This design comes from an exercise in tuning for small area on the open sky130 flow, not from production work. RTL that was checked went through simulation tests only; none was proved equivalent to the original. For runs 4 and 5, only the layout was checked, not whether the RTL still works. Power is estimated from default activity; no workload was simulated.

## design/flow/config.mk

```make
export PLATFORM = sky130hd
export DESIGN_NAME = unum_adder
export DESIGN_NICKNAME = unum_adder
export VERILOG_FILES = /design/flow/design.v
export SDC_FILE = /design/flow/constraint.sdc
export NUM_CORES = 4
export LEC_CHECK = 0
export ABC_AREA = 1
export CAP_MARGIN = 0
export CORE_MARGIN = 2
export CORE_UTILIZATION = 60
export CTS_BUF_LIST = sky130_fd_sc_hd__clkbuf_8 sky130_fd_sc_hd__clkbuf_16
export CTS_CLUSTER_DIAMETER = 100
export CTS_CLUSTER_SIZE = 30
export GPL_TIMING_DRIVEN = 0
export SLEW_MARGIN = 0
```

## design/flow/constraint.sdc

```tcl
create_clock -name core_clock -period 4.5 [get_ports {clk}]
set_input_delay 0.9000 -clock core_clock [delete_from_list [all_inputs] [get_ports {clk}]]
set_output_delay 0.9000 -clock core_clock [all_outputs]
set_load 0.01 [all_outputs]
```

## design/flow/design.v

```verilog
module unum_adder(
	input clk,
	input[31:0] unum1,
	input[31:0] unum2,
	output[31:0] unum_o
);
wire [30:0] m1, m2;
neg31 ng1(.x(unum1[30:0]), .s(unum1[31]), .m(m1));
neg31 ng2(.x(unum2[30:0]), .s(unum2[31]), .m(m2));
wire cmp;
gt31 gt(.a(m1), .b(m2), .gt(cmp));
reg sL_1, sS_1;
reg [30:0] mL_1, mS_1;
always @(posedge clk) begin
	sL_1 <= cmp ? unum1[31] : unum2[31];
	sS_1 <= cmp ? unum2[31] : unum1[31];
	mL_1 <= cmp ? m1 : m2;
	mS_1 <= cmp ? m2 : m1;
end
wire rL = mL_1[30], rS = mS_1[30];
wire [4:0] nL, nS;
lzc32 lzL(.v({mL_1[29:0] ^ {30{rL}}, 2'b10}), .n(nL));
lzc32 lzS(.v({mS_1[29:0] ^ {30{rS}}, 2'b10}), .n(nS));
wire [28:0] tL, tS;
shl29 shL(.d(mL_1[28:0]), .n(nL), .q(tL));
shl29 shS(.d(mS_1[28:0]), .n(nS), .q(tS));
wire zL = ~rL & (nL == 5'd30);   
wire zS = ~rS & (nS == 5'd30);
reg sL_2, sS_2, inf_2;
reg [8:0] scL_2, scS_2;
reg [25:0] fL_2;
reg [26:0] fS_2;
always @(posedge clk) begin
	sL_2 <= sL_1;
	sS_2 <= sS_1;
	inf_2 <= (sL_1 & zL) | (sS_1 & zS);
	scL_2 <= zL ? 9'd232 : {~rL, rL ? nL : ~nL, tL[28:26]};
	scS_2 <= {~rS, rS ? nS : ~nS, tS[28:26]};
	fL_2 <= tL[25:0];
	fS_2 <= {~zS | sS_1, tS[25:0]};
end
wire [8:0] diff = scL_2 - scS_2;
wire [4:0] d = (diff[8:5] != 4'd0) ? 5'd31 : diff[4:0];
wire [28:0] B;
shr29 shB(.d({fS_2, 2'b00}), .n(d), .q(B));
reg sg_3, sub_3, inf_3;
reg [8:0] sc_3;
reg [25:0] fL_3;
reg [28:0] B_3;
always @(posedge clk) begin
	sg_3 <= sL_2;
	sub_3 <= sL_2 ^ sS_2;
	inf_3 <= inf_2;
	sc_3 <= scL_2;
	fL_3 <= fL_2;
	B_3 <= B;
end
wire [29:0] sum;
addsub29 as(.a({1'b1, fL_3, 2'b00}), .b(B_3), .sub(sub_3), .y(sum));
reg sg_4, inf_4;
reg [8:0] sc_4;
reg [29:0] sum_4;
always @(posedge clk) begin
	sg_4 <= sg_3;
	inf_4 <= inf_3;
	sc_4 <= sc_3;
	sum_4 <= sum;
end
wire [4:0] lz;
lzc32 lzN(.v({sum_4, 2'b01}), .n(lz));      
wire nz = ~&lz;
wire [28:0] sh;
shl29 shN(.d(sum_4[28:0]), .n(lz), .q(sh));    
reg sg_5, inf_5, nz_5;
reg [8:0] e_5;
reg [26:0] f_5;
always @(posedge clk) begin
	sg_5 <= sg_4;
	inf_5 <= inf_4;
	nz_5 <= nz;
	e_5 <= sc_4 + 9'd1 - {4'd0, lz};
	f_5 <= sh[28:2];
end
wire [31:0] shv = {~e_5[8] & nz_5, e_5[8] & nz_5, e_5[2:0] & {3{nz_5}}, f_5};
wire [4:0] amt = e_5[8] ? ~e_5[7:3] : e_5[7:3];
wire [31:0] pk;
sra32 shP(.d(shv), .n(amt), .q(pk));
reg sg_6, rnd_6;
reg [30:0] r_6;
always @(posedge clk) begin
	sg_6 <= (sg_5 & nz_5) | inf_5;
	r_6 <= inf_5 ? 31'd0 : pk[31:1];
	rnd_6 <= ~inf_5 & pk[0];
end
wire [30:0] o;
rnd31 rn(.r(r_6), .sg(sg_6), .rnd(rnd_6), .y(o));
reg [31:0] o_7, o_8;
always @(posedge clk) begin
	o_7 <= {sg_6, o};
	o_8 <= o_7;
end
assign unum_o = o_8;
endmodule
module neg31(input [30:0] x, input s, output [30:0] m);
wire [31:0] o0 = {x, 1'b0};
wire [31:0] o1, o2, o3, o4, o5;
genvar i;
generate for (i = 0; i < 32; i = i + 1) begin: pf
	assign o1[i] = (i % 2 >= 1) ? (o0[i] | o0[i - i % 2 + 0]) : o0[i];
end endgenerate
generate for (i = 0; i < 32; i = i + 1) begin: pf2
	assign o2[i] = (i % 4 >= 2) ? (o1[i] | o1[i - i % 4 + 1]) : o1[i];
end endgenerate
generate for (i = 0; i < 32; i = i + 1) begin: pf3
	assign o3[i] = (i % 8 >= 4) ? (o2[i] | o2[i - i % 8 + 3]) : o2[i];
end endgenerate
generate for (i = 0; i < 32; i = i + 1) begin: pf4
	assign o4[i] = (i % 16 >= 8) ? (o3[i] | o3[i - i % 16 + 7]) : o3[i];
end endgenerate
generate for (i = 0; i < 32; i = i + 1) begin: pf5
	assign o5[i] = (i >= 16) ? (o4[i] | o4[15]) : o4[i];
end endgenerate
assign m = x ^ (o5[30:0] & {31{s}});
endmodule
module gt31(input [30:0] a, input [30:0] b, output gt);
wire [7:0] g, e;
genvar i;
generate for (i = 0; i < 8; i = i + 1) begin: grp
	wire [3:0] aa = (i < 7) ? a[4*i+3:4*i] : {1'b0, a[30:28]};
	wire [3:0] bb = (i < 7) ? b[4*i+3:4*i] : {1'b0, b[30:28]};
	assign g[i] = aa > bb;
	assign e[i] = aa == bb;
end endgenerate
wire [3:0] g2, e2;
generate for (i = 0; i < 4; i = i + 1) begin: t1
	assign g2[i] = g[2*i+1] | (e[2*i+1] & g[2*i]);
	assign e2[i] = e[2*i+1] & e[2*i];
end endgenerate
wire [1:0] g3, e3;
generate for (i = 0; i < 2; i = i + 1) begin: t2
	assign g3[i] = g2[2*i+1] | (e2[2*i+1] & g2[2*i]);
	assign e3[i] = e2[2*i+1] & e2[2*i];
end endgenerate
assign gt = g3[1] | (e3[1] & g3[0]);
endmodule
module lzc32(input [31:0] v, output [4:0] n);
wire [15:0] z1, c1;
genvar i;
generate for (i = 0; i < 16; i = i + 1) begin: l1
	assign z1[i] = ~(v[2*i+1] | v[2*i]);
	assign c1[i] = ~v[2*i+1];
end endgenerate
wire [7:0] z2; wire [15:0] c2;
generate for (i = 0; i < 8; i = i + 1) begin: l2
	assign z2[i] = z1[2*i+1] & z1[2*i];
	assign c2[2*i+1:2*i] = z1[2*i+1] ? {1'b1, c1[2*i]} : {1'b0, c1[2*i+1]};
end endgenerate
wire [3:0] z3; wire [11:0] c3;
generate for (i = 0; i < 4; i = i + 1) begin: l3
	assign z3[i] = z2[2*i+1] & z2[2*i];
	assign c3[3*i+2:3*i] = z2[2*i+1] ? {1'b1, c2[4*i+1:4*i]} : {1'b0, c2[4*i+3:4*i+2]};
end endgenerate
wire [1:0] z4; wire [7:0] c4;
generate for (i = 0; i < 2; i = i + 1) begin: l4
	assign z4[i] = z3[2*i+1] & z3[2*i];
	assign c4[4*i+3:4*i] = z3[2*i+1] ? {1'b1, c3[6*i+2:6*i]} : {1'b0, c3[6*i+5:6*i+3]};
end endgenerate
assign n = z4[1] ? {1'b1, c4[3:0]} : {1'b0, c4[7:4]};
endmodule
module shl29(input [28:0] d, input [4:0] n, output [28:0] q);
wire [28:0] l1 = n[0] ? {d[27:0], 1'b0} : d;
wire [28:0] l2 = n[1] ? {l1[26:0], 2'b0} : l1;
wire [28:0] l3 = n[2] ? {l2[24:0], 4'b0} : l2;
wire [28:0] l4 = n[3] ? {l3[20:0], 8'b0} : l3;
assign q = n[4] ? {l4[12:0], 16'b0} : l4;
endmodule
module shr29(input [28:0] d, input [4:0] n, output [28:0] q);
wire [28:0] l1 = n[4] ? {16'b0, d[28:16]} : d;
wire [28:0] l2 = n[3] ? {8'b0, l1[28:8]} : l1;
wire [28:0] l3 = n[2] ? {4'b0, l2[28:4]} : l2;
wire [28:0] l4 = n[1] ? {2'b0, l3[28:2]} : l3;
assign q = n[0] ? {1'b0, l4[28:1]} : l4;
endmodule
module sra32(input [31:0] d, input [4:0] n, output [31:0] q);
wire s = d[31];
wire [31:0] l1 = n[4] ? {{16{s}}, d[31:16]} : d;
wire [31:0] l2 = n[3] ? {{8{s}}, l1[31:8]} : l1;
wire [31:0] l3 = n[2] ? {{4{s}}, l2[31:4]} : l2;
wire [31:0] l4 = n[1] ? {{2{s}}, l3[31:2]} : l3;
assign q = n[0] ? {s, l4[31:1]} : l4;
endmodule
module addsub29(input [28:0] a, input [28:0] b, input sub, output [29:0] y);
wire [28:0] bb = b ^ {29{sub}};
wire [28:0] g0 = a & bb;
wire [28:0] p0 = a ^ bb;
wire [29:0] G, P;    
wire [28:0] gi = {g0[28:1], g0[0] | (p0[0] & sub)};
wire [28:0] pi = p0;
wire [28:0] G1, P1;
genvar i;
generate for (i = 0; i < 29; i = i + 1) begin: s1
	if (i % 2 == 1) begin
		assign G1[i] = gi[i] | (pi[i] & gi[i-1]);
		assign P1[i] = pi[i] & pi[i-1];
	end else begin
		assign G1[i] = gi[i];
		assign P1[i] = pi[i];
	end
end endgenerate
wire [28:0] G2, P2;
generate for (i = 0; i < 29; i = i + 1) begin: s2
	if (i % 4 == 3) begin
		assign G2[i] = G1[i] | (P1[i] & G1[i-2]);
		assign P2[i] = P1[i] & P1[i-2];
	end else begin
		assign G2[i] = G1[i];
		assign P2[i] = P1[i];
	end
end endgenerate
wire [28:0] G3, P3;
generate for (i = 0; i < 29; i = i + 1) begin: s3
	if (i % 8 == 7) begin
		assign G3[i] = G2[i] | (P2[i] & G2[i-4]);
		assign P3[i] = P2[i] & P2[i-4];
	end else begin
		assign G3[i] = G2[i];
		assign P3[i] = P2[i];
	end
end endgenerate
wire [28:0] G4, P4;
generate for (i = 0; i < 29; i = i + 1) begin: s4
	if (i % 16 == 15) begin
		assign G4[i] = G3[i] | (P3[i] & G3[i-8]);
		assign P4[i] = P3[i] & P3[i-8];
	end else begin
		assign G4[i] = G3[i];
		assign P4[i] = P3[i];
	end
end endgenerate
wire [28:0] C;
assign C[15] = G4[15];
assign C[7] = G4[7];
assign C[23] = G4[23] | (P4[23] & C[15]);
assign C[3] = G4[3];
assign C[11] = G4[11] | (P4[11] & C[7]);
assign C[19] = G4[19] | (P4[19] & C[15]);
assign C[27] = G4[27] | (P4[27] & C[23]);
generate for (i = 0; i < 29; i = i + 1) begin: dn
	if (i % 4 == 1 && i > 1) assign C[i] = G4[i] | (P4[i] & C[i-2]);
	else if (i == 1) assign C[i] = G4[1];
	else if (i % 2 == 0 && i > 0) assign C[i] = gi[i] | (pi[i] & C[i-1]);
	else if (i == 0) assign C[i] = gi[0];
end endgenerate
assign y[0] = p0[0] ^ sub;
assign y[28:1] = p0[28:1] ^ C[27:0];
assign y[29] = C[28] ^ sub;
endmodule
module rnd31(input [30:0] r, input sg, input rnd, output [30:0] y);
wire [30:0] v = r ^ {31{sg}};
wire a0 = sg ^ rnd;
wire c1 = (v[0] & a0) | (sg & rnd);
wire [29:0] w = v[30:1];
wire [5:0] ga;   
wire [5:0] gc;   
genvar i;
generate for (i = 0; i < 6; i = i + 1) begin: g
	assign ga[i] = &w[5*i+4:5*i];
	if (i == 0) assign gc[i] = c1;
	else assign gc[i] = gc[i-1] & ga[i-1];
end endgenerate
wire [29:0] c;
generate for (i = 0; i < 30; i = i + 1) begin: b
	if (i % 5 == 0) assign c[i] = gc[i/5];
	else assign c[i] = c[i-1] & w[i-1];
end endgenerate
assign y = {w ^ c, v[0] ^ a0};
endmodule
```

## design/flow/flow/run.sh

```bash
#!/bin/bash
# Own layout flow: the standard synthesis, then the combinational logic between the
# standard synthesis's registers is mapped again with ABC (the registers, their names
# and cells are kept): the logic feeding the registers named in AREA_FLOPS with an
# area-only mapper, the rest with a delay-bounded one. Then the standard layout steps.
# Ports are buffered with the smallest buffer.
set -euo pipefail
W=$(pwd)
R=$W/orfs/results/$FLOW_PLATFORM/unum_adder/base
LIB=$FLOW_HOME/platforms/$FLOW_PLATFORM/lib/sky130_fd_sc_hd__tt_025C_1v80.lib
YOSYS=$(dirname $(command -v yosys 2>/dev/null || echo /OpenROAD-flow-scripts/tools/install/yosys/bin/yosys))/yosys
[ -x "$YOSYS" ] || YOSYS=/OpenROAD-flow-scripts/tools/install/yosys/bin/yosys

bash standard.sh synth > $W/log_synth.txt 2>&1

python3 $W/flow/genmodels.py $LIB > $W/cell_models.v 2> $W/log_genmodels.txt
cp $R/1_2_yosys.v $W/standard_synth.v
FIX="topo;stime -c;buffer -c;upsize -c;dnsize -c"
ABC_SCRIPT=${ABC_SCRIPT:-"strash;dch;map -D 2300;$FIX"}
ABC_AREA_SCRIPT=${ABC_AREA_SCRIPT:-"strash;dch;amap -m;$FIX"}
AREA_FLOPS=${AREA_FLOPS:-"sum_4* sg_4* inf_4* sc_4* e_5* f_5* nz_5* sg_5* inf_5* r_6* sg_6* rnd_6* o_7* fL_2* fS_2* scL_2* scS_2* sL_2* sS_2* inf_2* B_3* sg_3* sub_3* inf_3* sc_3* fL_3*"}
echo "$ABC_SCRIPT" | tr ';' '\n' > $W/remap.abc
echo "$ABC_AREA_SCRIPT" | tr ';' '\n' > $W/remap_area.abc
SEL=""
for p in $AREA_FLOPS; do if [ -z "$SEL" ]; then SEL="c:$p"; else SEL="$SEL c:$p %u"; fi; done
DU=""
for c in $(grep -o "sky130_fd_sc_hd__probe\S*\|sky130_fd_sc_hd__lpflow\S*" $FLOW_HOME/platforms/$FLOW_PLATFORM/config.mk | sort -u); do DU="$DU -dont_use $c"; done
cat > $W/remap.ys <<EOT
read_verilog $W/cell_models.v
read_verilog $W/standard_synth.v
hierarchy -top $FLOW_TOP
flatten
opt_clean -purge
simplemap
opt -fast
select -set late $SEL %ci*:-sky130_fd_sc_hd__dfxtp_1[Q,CLK] t:\$_* %i
abc -liberty $LIB $DU -script $W/remap_area.abc @late
select -clear
abc -liberty $LIB $DU -script $W/remap.abc t:\$_*
opt_clean -purge
setundef -zero
splitnets
opt_clean -purge
hilomap -singleton -hicell sky130_fd_sc_hd__conb_1 HI -locell sky130_fd_sc_hd__conb_1 LO
opt_clean -purge
tee -o $W/remap_stat.txt stat -liberty $LIB
write_verilog -noattr -noexpr -nohex -nodec $R/1_2_yosys.v
EOT
$YOSYS -q -l $W/log_remap.txt -s $W/remap.ys > /dev/null 2>&1
rm -f $R/1_synth.odb
export BUFFER_PORTS_ARGS="-buffer_cell sky130_fd_sc_hd__buf_1"
bash standard.sh finish > $W/log_finish.txt 2>&1
```

## design/flow/flow/genmodels.py

```python
# Generate Verilog models of the sky130hd combinational cells (from liberty functions)
# and blackbox stubs of the sequential ones.
import re, sys
lib = open(sys.argv[1]).read()
out = []
# split into cell blocks
idx = [m.start() for m in re.finditer(r'\n\s*cell\s*\(', lib)]
idx.append(len(lib))
def conv(f):
    f = f.strip().strip('"')
    # liberty: ! prefix not, ' postfix not, & * and, | + or, ^ xor, space = and
    f = re.sub(r"(\w+)'", r"(!\1)", f)
    f = re.sub(r"\(([^()]*)\)'", r"(!(\1))", f)
    f = f.replace('*', '&').replace('+', '|')
    # implicit AND (space between operands)
    f = re.sub(r'(?<=[\w)])\s+(?=[\w(!])', ' & ', f)
    f = f.replace('!', '~')
    return f
for a, b in zip(idx, idx[1:]):
    blk = lib[a:b]
    name = re.search(r'cell\s*\(\s*"?(\w+)"?\s*\)', blk).group(1)
    pins = re.findall(r'\n\s*pin\s*\(\s*"?(\w+)"?\s*\)\s*\{(.*?)\n\s{8}\}', blk, re.S)
    if not pins:
        pins = re.findall(r'pin\s*\(\s*"?(\w+)"?\s*\)\s*\{((?:[^{}]|\{[^{}]*\})*)\}', blk, re.S)
    seq = re.search(r'\b(ff|latch|statetable)\s*\(', blk) is not None
    ins, outs = [], []
    for pn, body in pins:
        d = re.search(r'direction\s*:\s*"?(\w+)"?', body)
        if not d: continue
        if d.group(1) == 'input': ins.append(pn)
        elif d.group(1) == 'output':
            fn = re.search(r'\bfunction\s*:\s*"([^"]*)"', body)
            outs.append((pn, fn.group(1) if fn else None))
    if not outs and not ins: continue
    ins = list(dict.fromkeys(ins)); outs = [o for o in dict((o[0], o) for o in outs).values() if o[0] not in ins]
    ports = ins + [o for o, _ in outs]
    if seq or any(f is None for _, f in outs):
        out.append('(* blackbox *)\nmodule %s(%s);\n%s\nendmodule\n' % (name, ', '.join(ports),
            '\n'.join(['input %s;' % i for i in ins] + ['output %s;' % o for o, _ in outs])))
    else:
        body = ['input %s;' % i for i in ins] + ['output %s;' % o for o, _ in outs]
        body += ['assign %s = %s;' % (o, conv(f)) for o, f in outs]
        out.append('module %s(%s);\n%s\nendmodule\n' % (name, ', '.join(ports), '\n'.join(body)))
print('\n'.join(out))
```

## design/flow/standard.sh

```bash
#!/bin/bash
# synth_recipe.tcl (not shown) runs the flow's synth.tcl, then flattens the netlist and writes it again
# the make line also repeats each setting of config.mk as NAME=value (left out here)
make -C /OpenROAD-flow-scripts/flow DESIGN_CONFIG=/design/flow/config.mk WORK_HOME=/design/flow/orfs CLKGATE_MAP_FILE= SYNTH_SCRIPT=/design/flow/synth_recipe.tcl "${@:-finish}"
```

==> run summary, run 1 <==
- The total of max-cap violations is 0.
- Summing every instance area after synthesis gives 20110 um2.
- The cell area after placement is 21030 um2.
- Walking the worst path, the cells encountered are clkdlybuf4s15_1 > inv_1 > clkbuf_1 > nor2_1 > xor2_1 > nand2_1 > o211ai_1 > nand2_1 > nor4_1 > a21oi_1 > nand4_1 > a32oi_1 > nand3b_4 > clkbuf_2 > nand2_1 > o21ai_0.
- The total power divided by cell area is 915.6 nW/um2.
- The number of remaining DRC errors is 0.
- The highest-utilization routing layer at the global route stage is met2.
- The initialized floorplan defines 67 standard-cell rows.
- The average size of a mapped cell is 7.350 um2.
- Once placement completed, the tool counted placed cells totaling 3280.
- Clock-pin slew was measured on the worst setup and hold paths at 0.11 ns.
- The count of vias placed by the detailed router is 20930.
- The critical path is of the input port to flip-flop type.
- The floorplan die area is 35000 um2.
- The initial antenna violation count is 0.
- The total detailed-routing wirelength is 61.41 mm.
- The post-DP HPWL is 47.86 mm.
- The startpoint of the worst setup timing path is unum2[31].
- The worst reg2reg path startpoint is mS_1[30]$_DFF_P_.
- The reg-to-reg endpoint is scS_2[0]$_DFF_P_.
- The max-slew violation count is 0.
- The count of nets left with antenna violations once routing finished came out at 0.
- The number of port buffers is 96.
- The post-synthesis instance total is 2736.
- The wire length of the first global-routing pass is 97.21 mm.
- The number of diodes is 0.
- For the worst-skew pair, the clock arrives at the later sink with an insertion delay of 0.54 ns.
- In this run the horizontal extent of the chip is 187.1 um.
- For met3 alone, demand over resource in global routing was 0.03114.
- The register area is 7662 um2.
- The static power due to leakage is 0.008699 uW.
- Measured along the y axis, the die boundary spans 187.1 um.
- The flow ran to the end and the layout has no timing, DRC or antenna violations.
- The detailed router finished its first iteration with 2131 violations.
- Synthesis produced a netlist with a net count of 2801.
- The cell with the most instances on the worst path is sky130_fd_sc_hd__nand2_1.
- The startpoint identified for the worst hold timing path is o_7[24]$_DFF_P_.
- The minimum clock period after layout is 4.344 ns.
- In the post-route analysis, the smallest setup slack over all paths is 0.1555 ns.
- The actual transition at the worst max-transition pin is 0.9543 ns.
- Clock tree synthesis inserted a total of 18 buffers.
- The post-route standard cell area excluding fillers is 21900 um2.
- The number of cells traversed by the worst register-to-register path is 16.
- In this run the tightest slew margin relative to its limit is 0.3638.
- The total number of yosys warnings is 1.
- The initial utilization of the core area, before any placement, comes to 0.6042.
- The global route total overflow is 0.
- The clock sink count is 382.
- The final-report setup violation count is 0.
- The total core area is 33280 um2.
- The met2 global-route usage is 0.5859.
- Based on the critical path, the design can be clocked at up to 230.2 MHz.
- In this run the number of H-tree levels came out at 1.
- The via count of the first global-routing pass is 19270.
- The endpoint required time on the critical path is 4.91 ns.
- The category of the worst setup path launch point is an input port.
- The maximum number of pins on one net before global-route repair is 41.
- Across every metal layer, demand over resource in global routing totals 0.3345.
- Dividing the detail-routed wire length by the instance count gives 18.52 um.
- Compared with the post-synthesis result, the final layout area differs by 8.929%.
- The worst setup path is captured at a flip-flop.
- Of the cells placed in the final design, the portion with a size suffix greater than 1 is 0.07148.
- Setup repair after global routing could not meet its margin everywhere.
- The slowest stage of the critical path is the sky130_fd_sc_hd__clkdlybuf4s15_1 cell.
- The worst slack at placement is -0.6963 ns.
- Dividing the final minimum period by the clock period gives 0.9654.
- The number of top-level pins is 97.
- The detailed-routing iteration count for the pre-antenna-repair pass is 6.
- The met1 track utilization from global routing is 0.4174.
- The finished layout holds 3316 standard cells, fillers aside.
- The setup clock skew after layout is 0.02590 ns.
- The routability congestion estimate is 0.9906.
- The worst setup path endpoint is mS_1[24]$_DFF_P_.
- The final-report hold violation count is 0.
- In this run the deepest clock path goes through 3 buffers.
- Clock tree synthesis selected as its root buffer the cell sky130_fd_sc_hd__clkbuf_16.
- The worst-case IR drop observed on VDD is 0.6449 mV.
- The number of hold buffers added after CTS was 0.
- After filler insertion, the fill cell instance count of the layout stands at 2882.
- The final net count is 2928.
- The endpoint arrival time on the critical path is 4.75 ns.
- For flop-to-flop paths, the worst setup slack is 0.25 ns.
- The ratio of routed vias to standard cells is 6.312.
- The largest driver fanout on the critical path is 22.
- The class of the worst hold path is flip-flop to flip-flop.
- The TritonCTS clock tree is done.
- The multi-input combinational cells in the finished layout cover a total of 11140 um2.
- The critical path's largest stage delay is 0.67 ns.
==> worst max-delay path: cells and delay by family <==
family	cells	cell delay, ns
xor gates and xnor gates	1	0.34
AOI/OAI and AO/OA	4	0.75
buffers and inverters	4	1.81
and+or+nand+nor	7	0.93
==> layer usage <==
metal / vias up / routed length (um)
met4: 0 / 2760
met5: - / 0
li1: 10030 / -
met3: 188 / 4131
met2: 1011 / 29520
met1: 9700 / 24990
==> state kept, by name (all words and copies together) (netlist names), 9 cells and up <==
name,flops
B_3,29
e_5,9
fL_2,26
fL_3,26
fS_2,27
f_5,27
mL_1,31
mS_1,31
o_7,32
o_8,32
r_6,31
scL_2,9
scS_2,9
sc_3,9
sc_4,9
sum_4,30
==> cell type report <==
type,instances,share of cell area
Clock buffer,19,0.02171
Clock inverter,6,0.003599
Inverter,230,0.03970
Timing Repair Buffer,107,0.02079
Sequential cell,382,0.3498
Multi-Input combinational cell,1989,0.5084
Tap cell,448,0.02559
Buffer,135,0.03039
==> stage by stage <==
stage               utilization  setup TNS (ns)  hold slack [ns]  power, uW
finish                   0.6582               0           0.3168      20060
CTS                      0.6502               0           0.3141      19600
global placement         0.6319          -27.27           0.3103      17400
floorplan                     -               0           0.3096      14450
detailed placement       0.6319          -38.73           0.3121      17640
global route             0.6582         -0.9407           0.3332      21450
==> cells in the final DEF, fill, tap and decap left out, drive strengths merged, types with 17 or more instances in the layout <==
| master | n |
|---|---|
| clkbuf | 120 |
| nand2 | 308 |
| buf | 140 |
| o21ai | 240 |
| o22ai | 337 |
| nor2b | 20 |
| a21oi | 206 |
| inv | 228 |
| nor4 | 17 |
| o22a | 65 |
| a31oi | 19 |
| nor3 | 59 |
| o32ai | 19 |
| xnor2 | 20 |
| dfxtp | 382 |
| xor2 | 39 |
| nor2 | 427 |
| nand3 | 24 |
==> worst min path at each step <==
stage / end / slack [ns] / cells after the start
floorplan: fL_3[0]$_DFF_P_ / 0.31 / 0
global placement: o_8[8]$_DFF_P_ / 0.31 / 0
detailed placement: fL_3[13]$_DFF_P_ / 0.31 / 0
CTS: o_8[24]$_DFF_P_ / 0.31 / 0
global route: o_8[24]$_DFF_P_ / 0.33 / 0
finish: o_8[24]$_DFF_P_ / 0.32 / 0
==> power by group <==
group / switching [uW] / leakage, uW / internal (uW) / total (uW)
combinational: 7880 / 0.00522 / 4320 / 12200
sequential: 948 / 0.00321 / 5000 / 5950
clock: 1110 / 0.000271 / 804 / 1910
==> what timing repair did <==
item                                    CTS  global route
setup buffers                             1            10
endpoints found under the setup margin   60           102
cloned                                    0             0
endpoints found under the hold margin     0             0
resized for setup                        12            94
pin swaps                                 1             9
==> inputs of run 2 (changes only) <==
--- a/design/flow/config.mk
+++ b/design/flow/config.mk
@@ -14,3 +14,2 @@
 export CTS_CLUSTER_SIZE = 30
-export GPL_TIMING_DRIVEN = 0
 export SLEW_MARGIN = 0
==> run 2 against run 1 <==
Effect of this change:
- still clean
- sequential share of layout area rose by 0.66 points
- power fell by 3.8%
- clock skew fell by 0.012 ns
- worst hold slack improved by 0.014 ns
- clock power fell by 8%
- critical path type is now flip-flop to flip-flop
- critical endpoint is now scL_2[2]$_SDFF_PP0_
==> run summary, run 2 <==
- Outcome: timing/DRC/antenna clean (unchanged).
- The endpoint required time on the critical path was 4.90 ns (was 4.91 ns).
- The die extent in x is 187.1 um (unchanged).
- The clock transition at the registers of the reported paths came to 0.11 ns (about the same).
- The total track usage is 0.3061 (was 0.3345).
- The clock insertion delay at the later pin of the skew report is 0.53 ns (was 0.54 ns).
- The final net count is 2842 (was 2928).
- The category of the most critical setup path is flip-flop to flip-flop (was input port to flip-flop).
- The relative slew slack is 0.3616 (was 0.3638).
- The count of vias placed by the detailed router was 19530 (was 20930).
- The number of port buffers came to 96 (unchanged).
- The number of remaining DRC errors is 0 (unchanged).
- The synthesized net count was 2801 (unchanged).
- The total core area was 33280 um2 (unchanged).
- The total of max-cap violations is 0 (unchanged).
- Crit-path cells: inv_1 > buf_4 > nor2b_1 > o22ai_1 > nor2_1 > inv_1 > nor3_1 > nor2_1 > inv_2 > nor3_1 > nor4_4 > clkinvlp_4 > buf_4 > nor2_1 > nand2_1 > o22ai_1 > o22ai_1 > o211ai_1 (was clkdlybuf4s15_1 > inv_1 > clkbuf_1 > nor2_1 > xor2_1 > nand2_1 > o211ai_1 > nand2_1 > nor4_1 > a21oi_1 > nand4_1 > a32oi_1 > nand3b_4 > clkbuf_2 > nand2_1 > o21ai_0).
- The power share of the combinational group is 0.600 (was 0.608).
- Registers with the most flip-flops: o_7 x32, o_8 x32 (unchanged).
- The final-report setup violation count is 0 (unchanged).
- The critical path's largest stage delay was 0.44 ns (was 0.67 ns).
- The detailed-routing iteration count for the pre-antenna-repair pass came to 6 (unchanged).
- The share of final-layout standard cells stronger than drive strength 1 is 0.06511 (was 0.07148).
- The number of top-level pins is 97 (unchanged).
- The endpoint arrival time on the critical path is 4.63 ns (was 4.75 ns).
- The clock sink count came to 382 (unchanged).
- The class of the worst hold path is flip-flop to flip-flop (unchanged).
- The average size of a mapped cell is 7.350 um2 (unchanged).
- The number of DRC violations after detailed-routing iteration 0 came to 1638 (was 2131).
- The static power due to leakage was 0.008571 uW (was 0.008699 uW).
- The number of antenna-violating nets in the routed design is 0 (unchanged).
- The hold buffer count at CTS was 0 (unchanged).
- The category of the worst setup path launch point is a flip-flop (was input port).
- The nature of the critical path endpoint is a flip-flop (unchanged).
- The setup clock skew after layout came to 0.01435 ns (was 0.02590 ns).
- The largest driver fanout on the critical path is 27 (was 22).
- The max-slew violation count was 0 (unchanged).
- The area growth from synthesis to layout is 6.751% (was 8.929%).
- The netlist area before placement is 20110 um2 (unchanged).
- The floorplan die area is 35000 um2 (unchanged).
- The switching power share of the total was 0.4834 (was 0.4953).
- The maximum vdd drop is 0.5519 mV (was 0.6449 mV).
- The total number of yosys warnings came to 1 (unchanged).
- The actual transition at the worst max-transition pin is 0.9575 ns (was 0.9543 ns).
- The starting density of the core came to 0.6042 (unchanged).
- The routability congestion estimate is 0.9835 (was 0.9906).
- The total number of placement rows came to 67 (unchanged).
- The CTS buffer count is 17 (was 18).
- The total detailed-routing wirelength came to 55.51 mm (was 61.41 mm).
- The cell family contributing the most delay on the critical path is simple AND/OR/NAND/NOR gates (was buffers and inverters).
- The global route total overflow was 0 (unchanged).
- The maximum number of pins on one net before global-route repair is 64 (was 41).
- The post-synthesis instance total is 2736 (unchanged).
- The average wire length per cell after detail routing came to 17.20 um (was 18.52 um).
- The power share of the clock group is 0.091 (was 0.095).
- The internal power component was 9972 uW (was 10120 uW).
- The post-DP HPWL is 43.43 mm (was 47.86 mm).
- The ratio of routed vias to standard cells is 6.051 (was 6.312).
- The maximum level of the CTS H-tree was 1 (unchanged).
- The final critical-path share of the clock period came to 0.9398 (was 0.9654).
- The number of diodes is 0 (unchanged).
- The TritonCTS clock tree is done (unchanged).
- The most common library cell in the layout ignoring fill and taps is sky130_fd_sc_hd__nor2_1 (unchanged).
- The maximum operating frequency is 236.5 MHz (was 230.2 MHz).
- Commonest cells after routing, fill and taps aside: sky130_fd_sc_hd__nor2_1 (417), sky130_fd_sc_hd__dfxtp_1 (380), sky130_fd_sc_hd__o22ai_1 (333) (was sky130_fd_sc_hd__nor2_1 (416), sky130_fd_sc_hd__dfxtp_1 (378), sky130_fd_sc_hd__o22ai_1 (334)).
- The maximum buffer depth of the clock tree is 3 (unchanged).
- The fraction of power consumed by sequential logic is 0.309 (was 0.297).
- The total power divided by cell area was 899.2 nW/um2 (was 915.6 nW/um2).
- The post-route total power is 19300 uW (was 20060 uW).
- The cell with the largest stage delay on the worst path is sky130_fd_sc_hd__clkinvlp_4 (was sky130_fd_sc_hd__clkdlybuf4s15_1).
- The y dimension of the die was 187.1 um (unchanged).
- The power spent charging and discharging nets is 9331 uW (was 9934 uW).
- The minimum clock period after layout is 4.229 ns (was 4.344 ns).
- The initial antenna violation count was 1 (was 0).
- The wire length of the first global-routing pass came to 89.27 mm (was 97.21 mm).
- The number of buffer and inverter instances along the worst setup path is 6 (was 4).
- The final-report hold violation count is 0 (unchanged).
- The buffer cell driving the clock tree root is sky130_fd_sc_hd__clkbuf_16 (unchanged).
- The total negative setup slack was 0 ns (unchanged).
- The via count of the first global-routing pass was 17820 (was 19270).
-- run 2: worst paths after layout --
kind	start	endpoint	slack [ns]	cells after the start
setup / recovery	mL_1[30]$_DFF_P_	scL_2[2]$_SDFF_PP0_	0.27	18
hold reg to reg	o_7[24]$_DFF_P_	o_8[24]$_DFF_P_	0.33	0
hold / removal	o_7[24]$_DFF_P_	o_8[24]$_DFF_P_	0.33	0
setup reg to reg	mL_1[30]$_DFF_P_	scL_2[2]$_SDFF_PP0_	0.27	18
-- run 2: power by group through the flow --
stage | combinational (uW) | clock, uW | sequential (uW)
after CTS | 11300 | 1800 | 5970
after floorplan | 8730 | 0 | 5720
after detailed placement | 11300 | 0 | 6040
after global routing | 12800 | 1930 | 6110
final | 11600 | 1760 | 5960
after global placement | 11100 | 0 | 6010
-- run 2: through the flow --
step,area (um2),hold slack (ns),cells,util,setup WS (ns)
2_1_floorplan,20110,0.3096,2736,-,0.4278
3_5_place_dp,20920,0.3121,3204,0.6286,-0.1946
6_report,21470,0.3306,3228,0.6450,0.2708
3_3_place_gp,20920,0.3097,3204,0.6286,0.02116
4_1_cts,21410,0.3288,3226,0.6432,0.2260
5_1_grt,21470,0.3401,3228,0.6450,-0.01403
-- run 2: per-layer routing --
| metal | vias to the layer above | GRT usage | part of all wire |
|---|---|---|---|
| met5 | - | 0 | 0.00023 |
| met2 | 608 | 0.5355 | 0.48 |
| met1 | 8929 | 0.3927 | 0.44 |
| met3 | 131 | 0.02871 | 0.047 |
| met4 | 2 | 0.1132 | 0.038 |
| li1 | 9862 | - | - |
-- run 2: layout make-up --
type | count | area, um2
multi-input cells | 1989 | 11030
clock inverters | 4 | 45.04
flip-flops and latches | 382 | 7650
fillers | 3044 | 11810
clock buffers | 18 | 439.2
repair buffers | 157 | 873.3
inverters | 230 | 873.3
well taps | 448 | 560.5
-- run 2: timing repair --
action                     4_1_cts  5_1_grt
hold endpoints to repair         0        0
gates resized for setup          0        5
setup endpoints to repair        0       46
setup buffers                    0        1
-- run 2: worst register-to-register path, stage by stage, from the launching register on --
cell	delay, ns
sky130_fd_sc_hd__dfxtp_1	0.41
sky130_fd_sc_hd__inv_1	0.08
sky130_fd_sc_hd__buf_4	0.19
sky130_fd_sc_hd__nor2b_1	0.18
sky130_fd_sc_hd__o22ai_1	0.13
sky130_fd_sc_hd__nor2_1	0.16
sky130_fd_sc_hd__inv_1	0.08
sky130_fd_sc_hd__nor3_1	0.35
sky130_fd_sc_hd__nor2_1	0.14
sky130_fd_sc_hd__inv_2	0.20
sky130_fd_sc_hd__nor3_1	0.13
sky130_fd_sc_hd__nor4_4	0.31
sky130_fd_sc_hd__clkinvlp_4	0.44
sky130_fd_sc_hd__buf_4	0.29
sky130_fd_sc_hd__nor2_1	0.13
sky130_fd_sc_hd__nand2_1	0.14
sky130_fd_sc_hd__o22ai_1	0.26
sky130_fd_sc_hd__o22ai_1	0.16
sky130_fd_sc_hd__o211ai_1	0.34
==> inputs of run 3 (changes only) <==
--- a/design/flow/flow/run.sh
+++ b/design/flow/flow/run.sh
@@ -19,3 +19,3 @@
 ABC_SCRIPT=${ABC_SCRIPT:-"strash;dch;map -D 2300;$FIX"}
-ABC_AREA_SCRIPT=${ABC_AREA_SCRIPT:-"strash;dch;amap -m;$FIX"}
+ABC_AREA_SCRIPT=${ABC_AREA_SCRIPT:-"strash;dch;amap -m;topo;stime -c;buffer -c"}
 AREA_FLOPS=${AREA_FLOPS:-"sum_4* sg_4* inf_4* sc_4* e_5* f_5* nz_5* sg_5* inf_5* r_6* sg_6* rnd_6* o_7* fL_2* fS_2* scL_2* scS_2* sL_2* sS_2* inf_2* B_3* sg_3* sub_3* inf_3* sc_3* fL_3*"}
==> run 3 against run 2 <==
Effect of this change:
- still clean
- non-clock buffer count up 22
- synthesized cell count unchanged
- sequential power barely moved
==> run summary, run 3 <==
- Outcome: timing/DRC/antenna clean (unchanged).
- The ratio of routed vias to standard cells is 5.959 (was 6.051).
- The actual transition at the worst max-transition pin came to 1.211 ns (was 0.9575 ns).
- The critical path's largest stage delay is 0.57 ns (was 0.44 ns).
- The wire length of the first global-routing pass came to 87.33 mm (was 89.27 mm).
- The share of final-layout standard cells stronger than drive strength 1 was 0.1102 (was 0.06511).
- The minimum clock period after layout is 4.165 ns (was 4.229 ns).
- The clock insertion delay at the later pin of the skew report came to 0.53 ns (about the same).
- The most numerous cell type found on the critical path is sky130_fd_sc_hd__o22ai_1.
- The nature of the critical path endpoint is a flip-flop (unchanged).
- Setup repair after global routing left no endpoint under its margin.
- The final critical-path share of the clock period is 0.9255 (was 0.9398).
- The total number of placement rows was 69 (was 67).
- Registers with the most flip-flops: o_7 x32, o_8 x32 (unchanged).
- The number of buffer and inverter instances along the worst setup path is 4 (was 6).
- The floorplan die area is 37050 um2 (was 35000 um2).
- The buffer cell driving the clock tree root is sky130_fd_sc_hd__clkbuf_16 (unchanged).
- The class of the worst hold path is flip-flop to flip-flop (unchanged).
- The maximum number of pins on one net before global-route repair came to 41 (was 64).
- The maximum vdd drop is 0.5771 mV (was 0.5519 mV).
- The average wire length per cell after detail routing is 16.98 um (was 17.20 um).
- The setup clock skew after layout is 0.01392 ns (was 0.01435 ns).
- The starting density of the core is 0.6037 (was 0.6042).
- The final-report hold violation count is 0 (unchanged).
- The number of cells on the worst hold path is 0 (unchanged).
- The category of the most critical setup path is flip-flop to flip-flop (unchanged).
- The TritonCTS clock tree is done (unchanged).
- The via count of the first global-routing pass is 17430 (was 17820).
- The maximum buffer depth of the clock tree came to 3 (unchanged).
- The endpoint arrival time on the critical path is 4.58 ns (was 4.63 ns).
- The area growth from synthesis to layout was 1.931% (was 6.751%).
- The endpoint required time on the critical path is 4.92 ns (was 4.90 ns).
- The initial antenna violation count is 0 (was 1).
- Commonest cells after routing, fill and taps aside: sky130_fd_sc_hd__nor2_1 (421), sky130_fd_sc_hd__dfxtp_1 (379), sky130_fd_sc_hd__o22ai_1 (336) (was sky130_fd_sc_hd__nor2_1 (417), sky130_fd_sc_hd__dfxtp_1 (380), sky130_fd_sc_hd__o22ai_1 (333)).
- Crit-path cells: clkinv_1 > buf_4 > and2b_2 > o22ai_1 > or2_2 > or3_2 > a311oi_1 > nor3_1 > nor4_4 > buf_4 > clkinvlp_4 > o22ai_1 > o22ai_1 > a22o_2 > a31oi_1 > o21ai_0 (was inv_1 > buf_4 > nor2b_1 > o22ai_1 > nor2_1 > inv_1 > nor3_1 > nor2_1 > inv_2 > nor3_1 > nor4_4 > clkinvlp_4 > buf_4 > nor2_1 > nand2_1 > o22ai_1 > o22ai_1 > o211ai_1).
- The synthesized net count is 2801 (unchanged).
- The maximum level of the CTS H-tree came to 1 (unchanged).
- The cell with the largest stage delay on the worst path is sky130_fd_sc_hd__or3_2 (was sky130_fd_sc_hd__clkinvlp_4).
- The average size of a mapped cell is 7.791 um2 (was 7.350 um2).
- The category of the worst setup path launch point is a flip-flop (unchanged).
- The static power due to leakage is 0.008689 uW (was 0.008571 uW).
- The number of antenna-violating nets in the routed design was 0 (unchanged).
- The maximum operating frequency is 240.1 MHz (was 236.5 MHz).
- The number of DRC violations after detailed-routing iteration 0 is 1503 (was 1638).
- The total negative setup slack is 0 ns (unchanged).
- The post-DP HPWL is 43.49 mm (was 43.43 mm).
- The CTS buffer count is 17 (unchanged).
- The routability congestion estimate is 0.9633 (was 0.9835).
- The global route total overflow came to 0 (unchanged).
- The total number of yosys warnings came to 1 (unchanged).
- The detailed-routing iteration count for the pre-antenna-repair pass is 5 (was 6).
- The netlist area before placement was 21320 um2 (was 20110 um2).
- The post-synthesis instance total is 2736 (unchanged).
- The total detailed-routing wirelength was 55.47 mm (was 55.51 mm).
- The number of top-level pins is 97 (unchanged).
- The number of remaining DRC errors is 0 (unchanged).
- The clock sink count is 382 (unchanged).
- The cell family contributing the most delay on the critical path is simple AND/OR/NAND/NOR gates (unchanged).
- The total core area is 35310 um2 (was 33280 um2).
- The max-slew violation count is 0 (unchanged).
- The total of max-cap violations came to 0 (unchanged).
- The relative slew slack was 0.1925 (was 0.3616).
- The y dimension of the die is 192.5 um (was 187.1 um).
- The total power divided by cell area is 895.4 nW/um2 (was 899.2 nW/um2).
- The cell area after placement is 21160 um2 (was 20920 um2).
- The clock transition at the registers of the reported paths came to 0.11 ns (about the same).
- The die extent in x came to 192.5 um (was 187.1 um).
- The depth of the critical timing path with buffers and inverters included is 16 (was 18).
- The total track usage is 0.2903 (was 0.3061).
- The post-route total power is 19460 uW (was 19300 uW).
- The most common library cell in the layout ignoring fill and taps is sky130_fd_sc_hd__nor2_1 (unchanged).
- The number of cells traversed by the worst register-to-register path came to 16 (was 18).
- The number of port buffers is 96 (unchanged).
- The final net count is 2866 (was 2842).
- The largest driver fanout on the critical path is 14 (was 27).
- The final-report setup violation count is 0 (unchanged).
- The hold buffer count at CTS came to 0 (unchanged).
- The count of vias placed by the detailed router came to 19460 (was 19530).
- The post-route standard cell area excluding fillers is 21730 um2 (was 21470 um2).
run 3: cell count changes in the layout (fill, tap and decap cells not counted), moves of 7 or more:
cell | before | now
sky130_fd_sc_hd__a22o_1 | 13 | 0
sky130_fd_sc_hd__a22o_2 | 0 | 13
sky130_fd_sc_hd__and2_1 | 9 | 1
sky130_fd_sc_hd__and2_2 | 0 | 9
sky130_fd_sc_hd__and2b_2 | 0 | 20
sky130_fd_sc_hd__buf_4 | 57 | 79
sky130_fd_sc_hd__clkinv_1 | 5 | 12
sky130_fd_sc_hd__inv_2 | 17 | 2
sky130_fd_sc_hd__nor2b_1 | 20 | 0
sky130_fd_sc_hd__o21ai_0 | 216 | 224
sky130_fd_sc_hd__o21ai_1 | 18 | 11
sky130_fd_sc_hd__o22a_1 | 65 | 0
sky130_fd_sc_hd__o22a_2 | 0 | 65
run 3: routing by layer:
metal | vias up | wire [um] | GRT usage
li1 | 9903 | - | -
met1 | 8829 | 24380 | 0.3730
met2 | 609 | 26080 | 0.4997
met3 | 120 | 2641 | 0.02801
met4 | 0 | 2375 | 0.1180
met5 | - | 0 | 0
run 3: final timing paths:
kind / endpoint / slack (ns) / startpoint
max: fS_2[25]$_DFF_P_ / 0.34 / mS_1[30]$_DFF_P_
min: sc_4[1]$_DFF_P_ / 0.34 / sc_3[1]$_DFF_P_
max reg2reg: fS_2[25]$_DFF_P_ / 0.34 / mS_1[30]$_DFF_P_
min reg2reg: sc_4[1]$_DFF_P_ / 0.34 / sc_3[1]$_DFF_P_
run 3: final cells by class:
class	count	area [um2]
diodes	1	2.502
clock buffers	17	425.4
clock inverters	5	56.30
fillers	3295	13580
inverters	230	892.1
multi-input cells	1989	11090
flip-flops and latches	382	7651
well taps	461	576.8
repair buffers	179	1016
repair inverters	2	15.01
run 3: worst register-to-register path, delay by kind of cell, from the launching register on:
kind                   cells  cell delay (ns)
AOI/OAI and AO/OA          7             1.31
buffers and inverters      4             0.80
DFF                        1             0.39
and+or+nand+nor            5             1.58
run 3: timing repair:
action / 4_1_cts / 5_1_grt
buffers inserted: 0 / 4
resized for setup: 0 / 14
endpoints found under the setup margin: 0 / 29
run 3: report_power, final:
part / leakage, uW / total (uW) / switching, uW / internal (uW)
combinational: 0.00525 / 11700 / 7260 / 4470
clock: 0.000234 / 1780 / 1060 / 716
sequential: 0.00321 / 5950 / 953 / 5000
total: 0.00869 / 19500 / 9270 / 10200
run 3: per-stage QoR:
stage / instances / util / hold WS (ns) / setup WS (ns)
6_report: 3266 / 0.6154 / 0.3352 / 0.3353
5_1_grt: 3265 / 0.6153 / 0.3436 / 0.01761
4_1_cts: 3259 / 0.6128 / 0.3369 / 0.2365
3_5_place_dp: 3237 / 0.5992 / 0.3121 / -0.1135
3_3_place_gp: 3237 / 0.5992 / 0.3095 / 0.04339
2_1_floorplan: 2736 / - / 0.3096 / 0.06729
==> inputs of run 4 (changes only) <==
--- a/design/flow/design.v
+++ b/design/flow/design.v
@@ -177,7 +177,7 @@
 module shr29(input [28:0] d, input [4:0] n, output [28:0] q);
-wire [28:0] l1 = n[4] ? {16'b0, d[28:16]} : d;
-wire [28:0] l2 = n[3] ? {8'b0, l1[28:8]} : l1;
+wire [28:0] l1 = n[0] ? {1'b0, d[28:1]} : d;
+wire [28:0] l2 = n[1] ? {2'b0, l1[28:2]} : l1;
 wire [28:0] l3 = n[2] ? {4'b0, l2[28:4]} : l2;
-wire [28:0] l4 = n[1] ? {2'b0, l3[28:2]} : l3;
-assign q = n[0] ? {1'b0, l4[28:1]} : l4;
+wire [28:0] l4 = n[3] ? {8'b0, l3[28:8]} : l3;
+assign q = n[4] ? {16'b0, l4[28:16]} : l4;
 endmodule
@@ -185,7 +185,7 @@
 wire s = d[31];
-wire [31:0] l1 = n[4] ? {{16{s}}, d[31:16]} : d;
-wire [31:0] l2 = n[3] ? {{8{s}}, l1[31:8]} : l1;
+wire [31:0] l1 = n[0] ? {s, d[31:1]} : d;
+wire [31:0] l2 = n[1] ? {{2{s}}, l1[31:2]} : l1;
 wire [31:0] l3 = n[2] ? {{4{s}}, l2[31:4]} : l2;
-wire [31:0] l4 = n[1] ? {{2{s}}, l3[31:2]} : l3;
-assign q = n[0] ? {s, l4[31:1]} : l4;
+wire [31:0] l4 = n[3] ? {{8{s}}, l3[31:8]} : l3;
+assign q = n[4] ? {{16{s}}, l4[31:16]} : l4;
 endmodule
--- a/design/flow/flow/run.sh
+++ b/design/flow/flow/run.sh
@@ -19,3 +19,3 @@
 ABC_SCRIPT=${ABC_SCRIPT:-"strash;dch;map -D 2300;$FIX"}
-ABC_AREA_SCRIPT=${ABC_AREA_SCRIPT:-"strash;dch;amap -m;topo;stime -c;buffer -c"}
+ABC_AREA_SCRIPT=${ABC_AREA_SCRIPT:-"strash;dch;amap -m;$FIX"}
 AREA_FLOPS=${AREA_FLOPS:-"sum_4* sg_4* inf_4* sc_4* e_5* f_5* nz_5* sg_5* inf_5* r_6* sg_6* rnd_6* o_7* fL_2* fS_2* scL_2* scS_2* sL_2* sS_2* inf_2* B_3* sg_3* sub_3* inf_3* sc_3* fL_3*"}
==> run 4 against run 3 <==
Effect of this change:
- via count increased by 0.60%
- worst setup slack got worse by 0.25 ns
- global-route usage increased by 2.2 points
- largest cell class unchanged
- die area decreased by 6.5%
- wire length increased by 0.60%
- sequential cell count unchanged
- critical path depth increased by 26
- final cell count decreased by 1.2%
- power increased by 0.52%
- critical endpoint is now o_7[28]$_DFF_P_
- first-iteration DRC count increased by 13%
- non-clock buffer count increased by 1
- clock skew increased by 0.0067 ns
==> run summary, run 4 <==
- The cell with the most instances on the worst path was sky130_fd_sc_hd__nor2_4 (was sky130_fd_sc_hd__o22ai_1).
- The total power divided by cell area is 910.7 nW/um2 (was 895.4 nW/um2).
- The wire length of the first global-routing pass is 87.32 mm (was 87.33 mm).
- The via count of the first global-routing pass is 17510 (was 17430).
- The initial antenna violation count is 0 (unchanged).
- The area growth from synthesis to layout came to 7.936% (was 1.931%).
- The clock transition at the registers of the reported paths is 0.11 ns (about the same).
- The endpoint required time on the critical path is 4.95 ns (was 4.92 ns).
- Outcome: timing/DRC/antenna clean (unchanged).
- The average wire length per cell after detail routing is 17.29 um (was 16.98 um).
- The maximum number of pins on one net before global-route repair is 55 (was 41).
- The cell area after placement was 20800 um2 (was 21160 um2).
- The CTS buffer count is 17 (unchanged).
- The die extent in x is 186.1 um (was 192.5 um).
- The register area is 7652 um2 (was 7651 um2).
- The largest driver fanout on the critical path is 6 (was 14).
- The minimum clock period after layout came to 4.414 ns (was 4.165 ns).
- The critical path's largest stage delay is 0.50 ns (was 0.57 ns).
- The final net count came to 2849 (was 2866).
- The number of DRC violations after detailed-routing iteration 0 is 1698 (was 1503).
- The y dimension of the die is 186.1 um (was 192.5 um).
- The area of the multi-input gates is 10770 um2 (was 11090 um2).
- The static power due to leakage is 0.008580 uW (was 0.008689 uW).
- The worst slack at placement was -0.1436 ns (was -0.1135 ns).
- Commonest cells after routing, fill and taps aside: sky130_fd_sc_hd__nor2_1 (413), sky130_fd_sc_hd__dfxtp_1 (380), sky130_fd_sc_hd__o22ai_1 (357) (was sky130_fd_sc_hd__nor2_1 (421), sky130_fd_sc_hd__dfxtp_1 (379), sky130_fd_sc_hd__o22ai_1 (336)).
- The maximum vdd drop is 0.4514 mV (was 0.5771 mV).
- The post-route standard cell area excluding fillers is 21480 um2 (was 21730 um2).
- The relative slew slack was 0.4924 (was 0.1925).
- The category of the worst setup path launch point was a flip-flop (unchanged).
- The hold buffer count at CTS is 0 (unchanged).
- The detailed-routing iteration count for the pre-antenna-repair pass is 6 (was 5).
- The maximum operating frequency came to 226.6 MHz (was 240.1 MHz).
- The layout filler cell count is 2897 (was 3295).
- The maximum level of the CTS H-tree came to 1 (unchanged).
- The maximum buffer depth of the clock tree was 3 (unchanged).
- The buffer cell driving the clock tree root is sky130_fd_sc_hd__clkbuf_16 (unchanged).
- The final-report hold violation count came to 0 (unchanged).
- The max-slew violation count is 0 (unchanged).
- The total number of placement rows was 66 (was 69).
- The clock sink count came to 382 (unchanged).
- The nature of the critical path endpoint was a flip-flop (unchanged).
- The actual transition at the worst max-transition pin is 0.7606 ns (was 1.211 ns).
- The total track usage is 0.3124 (was 0.2903).
- The cell with the largest stage delay on the worst path is sky130_fd_sc_hd__dfxtp_4 (was sky130_fd_sc_hd__or3_2).
- The global route total overflow is 0 (unchanged).
- The routability congestion estimate is 0.9752 (was 0.9633).
- The final worst-path setup slack came to 0.08624 ns (was 0.3353 ns).
- The clock insertion delay at the later pin of the skew report is 0.52 ns (was 0.53 ns).
- The total core area is 32620 um2 (was 35310 um2).
- The most common library cell in the layout ignoring fill and taps is sky130_fd_sc_hd__nor2_1 (unchanged).
- The post-DP HPWL is 43.21 mm (was 43.49 mm).
- The netlist area before placement is 19900 um2 (was 21320 um2).
- The average size of a mapped cell came to 7.323 um2 (was 7.791 um2).
- The number of port buffers is 96 (unchanged).
- The final-report setup violation count is 0 (unchanged).
- The setup clock skew after layout is 0.02061 ns (was 0.01392 ns).
- Setup repair after global routing missed its margin: yes (was no).
- The endpoint arrival time on the critical path is 4.86 ns (was 4.58 ns).
- The number of antenna-violating nets in the routed design was 0 (unchanged).
- The starting density of the core is 0.6100 (was 0.6037).
- The number of remaining DRC errors is 0 (unchanged).
- The number of top-level pins is 97 (unchanged).
- The total number of yosys warnings is 1 (unchanged).
- The total detailed-routing wirelength is 55.81 mm (was 55.47 mm).
- The count of vias placed by the detailed router is 19580 (was 19460).
- The synthesized net count came to 2782 (was 2801).
- The number of diodes is 0 (was 1).
- The final critical-path share of the clock period is 0.9808 (was 0.9255).
- The ratio of routed vias to standard cells is 6.065 (was 5.959).
- The TritonCTS clock tree is done (unchanged).
- The post-route total power is 19560 uW (was 19460 uW).
- The floorplan die area is 34630 um2 (was 37050 um2).
- The category of the most critical setup path is flip-flop to flip-flop (unchanged).
- The class of the worst hold path is flip-flop to flip-flop (unchanged).
- The total of max-cap violations is 0 (unchanged).
- The share of final-layout standard cells stronger than drive strength 1 is 0.08973 (was 0.1102).
- The post-synthesis instance total is 2717 (was 2736).
- Registers with the most flip-flops: o_7 x32, o_8 x32 (unchanged).
-- run 4: area by class of cell --
type | count | area share
Multi-Input combinational cell | 1948 | 0.5017
Sequential cell | 382 | 0.3563
Timing Repair Buffer | 180 | 0.04766
Inverter | 255 | 0.04638
Tap cell | 442 | 0.02575
Clock buffer | 17 | 0.01981
Clock inverter | 4 | 0.002389
-- run 4: worst paths after layout --
path	start	end	slack [ns]	depth (start not counted)
worst max-delay path	sg_6$_DFF_P_	o_7[28]$_DFF_P_	0.09	42
worst min-delay path	o_7[22]$_DFF_P_	o_8[22]$_DFF_P_	0.32	0
worst max register to register	sg_6$_DFF_P_	o_7[28]$_DFF_P_	0.09	42
worst min register to register	o_7[22]$_DFF_P_	o_8[22]$_DFF_P_	0.32	0
-- run 4: critical path, delay by kind of cell, from the launching register on --
kind / cells / cell delay (ns)
AOI/OAI and AO/OA: 1 / 0.19
buffers and inverters: 13 / 0.76
DFF: 1 / 0.50
and+or+nand+nor: 28 / 2.89
-- run 4: metal layers --
| layer | track usage | vias up | wire length (um) |
|---|---|---|---|
| met5 | 0 | - | 0 |
| met4 | 0.1446 | 0 | 2561 |
| met3 | 0.02974 | 137 | 2968 |
| met2 | 0.5313 | 690 | 26240 |
| met1 | 0.4014 | 8934 | 24030 |
| li1 | - | 9816 | - |
-- run 4: through the flow --
step                hold slack (ns)  std cells  TNS (ns)    util
floorplan                    0.3096       2717         0       -
global placement             0.3101       3185         0  0.6377
detailed placement           0.3121       3185    -5.418  0.6377
CTS                          0.3295       3206         0  0.6524
global route                 0.3386       3228   -0.7011  0.6584
finish                       0.3240       3228         0  0.6584
-- run 4: where the power goes --
group	internal (uW)	switching, uW
clock network	709	1040
registers	4980	985
logic	4180	7660
-- run 4: timing repair --
action	CTS	global route
resized for setup	1	7
setup endpoints to repair	1	8
pin swaps	0	3
buffers inserted	0	22
==> inputs of run 5 (changes only) <==
--- a/design/flow/flow/run.sh
+++ b/design/flow/flow/run.sh
@@ -18,3 +18,3 @@
 FIX="topo;stime -c;buffer -c;upsize -c;dnsize -c"
-ABC_SCRIPT=${ABC_SCRIPT:-"strash;dch;map -D 2300;$FIX"}
+ABC_SCRIPT=${ABC_SCRIPT:-"strash;dch;map -D 2500;$FIX"}
 ABC_AREA_SCRIPT=${ABC_AREA_SCRIPT:-"strash;dch;amap -m;$FIX"}
==> run 5 against run 4 <==
Effect of this change:
- the layout now fails its checks (setup timing)
- final cell count rose by 0.68%
- clock power barely moved
- maximum frequency fell by 3.0%
- register-to-register slack got worse by 0.13 ns
- core utilization rose by 0.91 points
==> run summary, run 5 <==
- The routability congestion estimate is 0.9690 (was 0.9752).
- The final critical-path share of the clock period is 1.011 (was 0.9808).
- The maximum level of the CTS H-tree is 1 (unchanged).
- The minimum clock period after layout is 4.548 ns (was 4.414 ns).
- The buffer cell driving the clock tree root is sky130_fd_sc_hd__clkbuf_16 (unchanged).
- The floorplan die area came to 34700 um2 (was 34630 um2).
- The switching power share of the total came to 0.4968 (was 0.4951).
- The maximum number of pins on one net before global-route repair was 39 (was 55).
- The total of max-cap violations came to 0 (unchanged).
- The category of the worst setup path launch point is a flip-flop (unchanged).
- The final-report hold violation count is 0 (unchanged).
- The setup clock skew after layout is 0.04759 ns (was 0.02061 ns).
- The share of final-layout standard cells stronger than drive strength 1 is 0.1022 (was 0.08973).
- The endpoint required time on the critical path came to 4.99 ns (was 4.95 ns).
- The clock sink count is 382 (unchanged).
- The clock transition at the registers of the reported paths came to 0.12 ns (was 0.11 ns).
- The maximum operating frequency came to 219.9 MHz (was 226.6 MHz).
- The power share of the clock group is 0.089 (about the same).
- The endpoint arrival time on the critical path is 5.04 ns (was 4.86 ns).
- The total core area is 32620 um2 (unchanged).
- The number of port buffers is 96 (unchanged).
- The cell area after placement is 20960 um2 (was 20800 um2).
- The internal power component came to 10010 uW (was 9874 uW).
- The clock insertion delay at the later pin of the skew report is 0.55 ns (was 0.52 ns).
- The number of top-level pins was 97 (unchanged).
- The number of antenna-violating nets in the routed design came to 0 (unchanged).
- The hold buffer count at CTS is 0 (unchanged).
- The total track usage is 0.3098 (was 0.3124).
- The actual transition at the worst max-transition pin is 0.7639 ns (was 0.7606 ns).
- The final net count is 2868 (was 2849).
- Outcome: failed layout checks (was timing/DRC/antenna clean).
- The register area is 7654 um2 (was 7652 um2).
- The total number of placement rows is 66 (unchanged).
- The run did not pass the layout checks because of setup timing.
- The final worst-path setup slack is -0.04815 ns (was 0.08624 ns).
- The total detailed-routing wirelength is 56.37 mm (was 55.81 mm).
- The initial antenna violation count is 1 (was 0).
- The number of remaining DRC errors is 0 (unchanged).
- The category of the most critical setup path is flip-flop to flip-flop (unchanged).
- The number of DRC violations after detailed-routing iteration 0 was 1789 (was 1698).
- The netlist area before placement came to 19940 um2 (was 19900 um2).
- The count of vias placed by the detailed router came to 19850 (was 19580).
- The layout filler cell count is 2805 (was 2897).
- The TritonCTS clock tree is done (unchanged).
- The cell with the largest stage delay on the worst path is sky130_fd_sc_hd__dfxtp_4 (unchanged).
- The average wire length per cell after detail routing was 17.34 um (was 17.29 um).
- The most common library cell in the layout ignoring fill and taps is sky130_fd_sc_hd__nor2_1 (unchanged).
- The wire length of the first global-routing pass came to 86.85 mm (was 87.32 mm).
- The nature of the critical path endpoint is a flip-flop (unchanged).
- The post-synthesis instance total came to 2712 (was 2717).
- The max-slew violation count is 0 (unchanged).
- The power share of the combinational group is 0.609 (was 0.605).
- The maximum buffer depth of the clock tree is 3 (unchanged).
- The global route total overflow was 0 (unchanged).
- The fraction of power consumed by sequential logic is 0.301 (was 0.305).
- The total power divided by cell area is 913.5 nW/um2 (was 910.7 nW/um2).
- The critical path's largest stage delay is 0.39 ns (was 0.50 ns).
- The static power due to leakage is 0.008744 uW (was 0.008580 uW).
- The cell with the most instances on the worst path is sky130_fd_sc_hd__nor2_4 (unchanged).
- The post-route standard cell area excluding fillers is 21770 um2 (was 21480 um2).
- The average size of a mapped cell is 7.352 um2 (was 7.323 um2).
- The die extent in x is 186.3 um (was 186.1 um).
- The starting density of the core was 0.6112 (was 0.6100).
- The maximum vdd drop came to 0.4447 mV (was 0.4514 mV).
- The total number of yosys warnings is 1 (unchanged).
- The post-route total power is 19890 uW (was 19560 uW).
- The class of the worst hold path is flip-flop to flip-flop (unchanged).
- The detailed-routing iteration count for the pre-antenna-repair pass is 6 (unchanged).
- The relative slew slack is 0.4902 (was 0.4924).
- The synthesized net count is 2777 (was 2782).
- The power spent charging and discharging nets is 9881 uW (was 9684 uW).
- The ratio of routed vias to standard cells came to 6.107 (was 6.065).
- The tightest hold margin is 0.3217 ns (was 0.3240 ns).
- The area of the multi-input gates is 10840 um2 (was 10770 um2).
- The largest driver fanout on the critical path is 4 (was 6).
- The final-report setup violation count is 2 (was 0).
- The y dimension of the die is 186.3 um (was 186.1 um).
- The via count of the first global-routing pass is 17570 (was 17510).
- The post-DP HPWL is 43.23 mm (was 43.21 mm).
- The CTS buffer count is 17 (unchanged).
- Registers with the most flip-flops: o_7 x32, o_8 x32 (unchanged).
- Setup repair after global routing missed its margin: yes (unchanged).
- Commonest cells after routing, fill and taps aside: sky130_fd_sc_hd__nor2_1 (424), sky130_fd_sc_hd__dfxtp_1 (379), sky130_fd_sc_hd__o22ai_1 (357) (was sky130_fd_sc_hd__nor2_1 (413), sky130_fd_sc_hd__dfxtp_1 (380), sky130_fd_sc_hd__o22ai_1 (357)).
- The area growth from synthesis to layout is 9.200% (was 7.936%).
[run 5: path summary, 6_finish.rpt]
| check | startpoint | slack, ns | cells after the start | endpoint |
|---|---|---|---|---|
| min reg2reg | o_7[7]$_DFF_P_ | 0.32 | 0 | o_8[7]$_DFF_P_ |
| min | o_7[7]$_DFF_P_ | 0.32 | 0 | o_8[7]$_DFF_P_ |
| max | sg_6$_DFF_P_ | -0.05 | 43 | o_7[28]$_DFF_P_ |
| max reg2reg | sg_6$_DFF_P_ | -0.05 | 43 | o_7[28]$_DFF_P_ |
[run 5: per-stage QoR]
stage / TNS, ns / instances / util / setup WS, ns
floorplan: 0 / 2712 / - / 0.1293
global placement: 0 / 3194 / 0.6425 / 0.1847
detailed placement: 0 / 3194 / 0.6425 / 0.02460
CTS: 0 / 3217 / 0.6573 / 0.01276
global route: -0.9270 / 3249 / 0.6674 / -0.4075
finish: -0.05169 / 3250 / 0.6675 / -0.04815
[run 5: per-layer routing]
| metal | share of wire | GRT usage | up-vias |
|---|---|---|---|
| met3 | 0.055 | 0.02629 | 152 |
| met5 | 0 | 0 | - |
| li1 | - | - | 9840 |
| met4 | 0.050 | 0.1395 | 0 |
| met2 | 0.47 | 0.5325 | 747 |
| met1 | 0.42 | 0.3976 | 9108 |
[run 5: power by group through the flow]
stage / logic (uW) / clock network (uW) / registers, uW
after floorplan: 8850 / 0 / 5760
after global placement: 11500 / 0 / 6010
after detailed placement: 11600 / 0 / 6060
after CTS: 11700 / 1810 / 5980
after global routing: 13300 / 1920 / 6130
final: 12100 / 1780 / 5990
[run 5: critical path: cells and delay by family, from the launching register on]
| kind | cells | cell delay [ns] |
|---|---|---|
| buffers and inverters | 14 | 0.97 |
| and+or+nand+nor | 28 | 3.00 |
| DFF | 1 | 0.39 |
| AOI/OAI and AO/OA | 1 | 0.12 |
[run 5: repair_timing]
action / 4_1_cts / 5_1_grt
buffers inserted: 0 / 31
pin swaps: 0 / 2
endpoints found under the setup margin: 2 / 8
cloned: 0 / 1
gates resized for setup: 1 / 17
[run 5: area by class of cell]
type	instances	area share
well taps	442	0.02540
flip-flops and latches	382	0.3515
multi-input cells	1946	0.4977
clock buffers	17	0.01954
inverters	251	0.04505
clock inverters	6	0.002529
diodes	1	0.0001149
repair buffers	205	0.05816

## static timing again, ports no longer ideal
Ports are ideal in the flow. The routed layouts listed here were re-timed in OpenROAD. Step 1 sets driving cells, clkbuf_16 on the clock port and buf_2 on the other inputs (assumed; they add their load-dependent delay and slew). Step 2 moves the port delays by t, midway between the first and last clock arrival at a register: inputs arrive t later, outputs are due t later. That takes back most of the time a late clock gives input paths. a / b / c = ideal / step 1 / step 2; a / b = the first two.
| run | t (ns) | slack for setup (ns) | worst setup path after step 2 | clock arrival spread, ns | slew at the worst register clock pin (ns) |
|---|---|---|---|---|---|
| run 1 | 0.585 | 0.156 / 0.189 / -0.396 | input to register | 0.027 / 0.026 | 0.11 / 0.11 |
| run 2 | 0.576 | 0.271 / 0.271 / -0.234 | input to register | 0.017 / 0.016 | 0.11 / 0.11 |
| run 3 | 0.584 | 0.335 / 0.335 / -0.110 | input to register | 0.014 / 0.014 | 0.11 / 0.11 |
| run 4 | 0.572 | 0.086 / 0.086 / -0.222 | input to register | 0.022 / 0.022 | 0.11 / 0.11 |
| run 5 | 0.582 | -0.048 / -0.048 / -0.048 | register to register | 0.048 / 0.047 | 0.12 / 0.12 |
Met with ideal ports but missed after step 2: setup timing in run 1, run 2, run 3 and run 4. The setup slack of run 1, which loses most, moves by +0.033 ns with the drivers and by -0.552 ns with both steps.
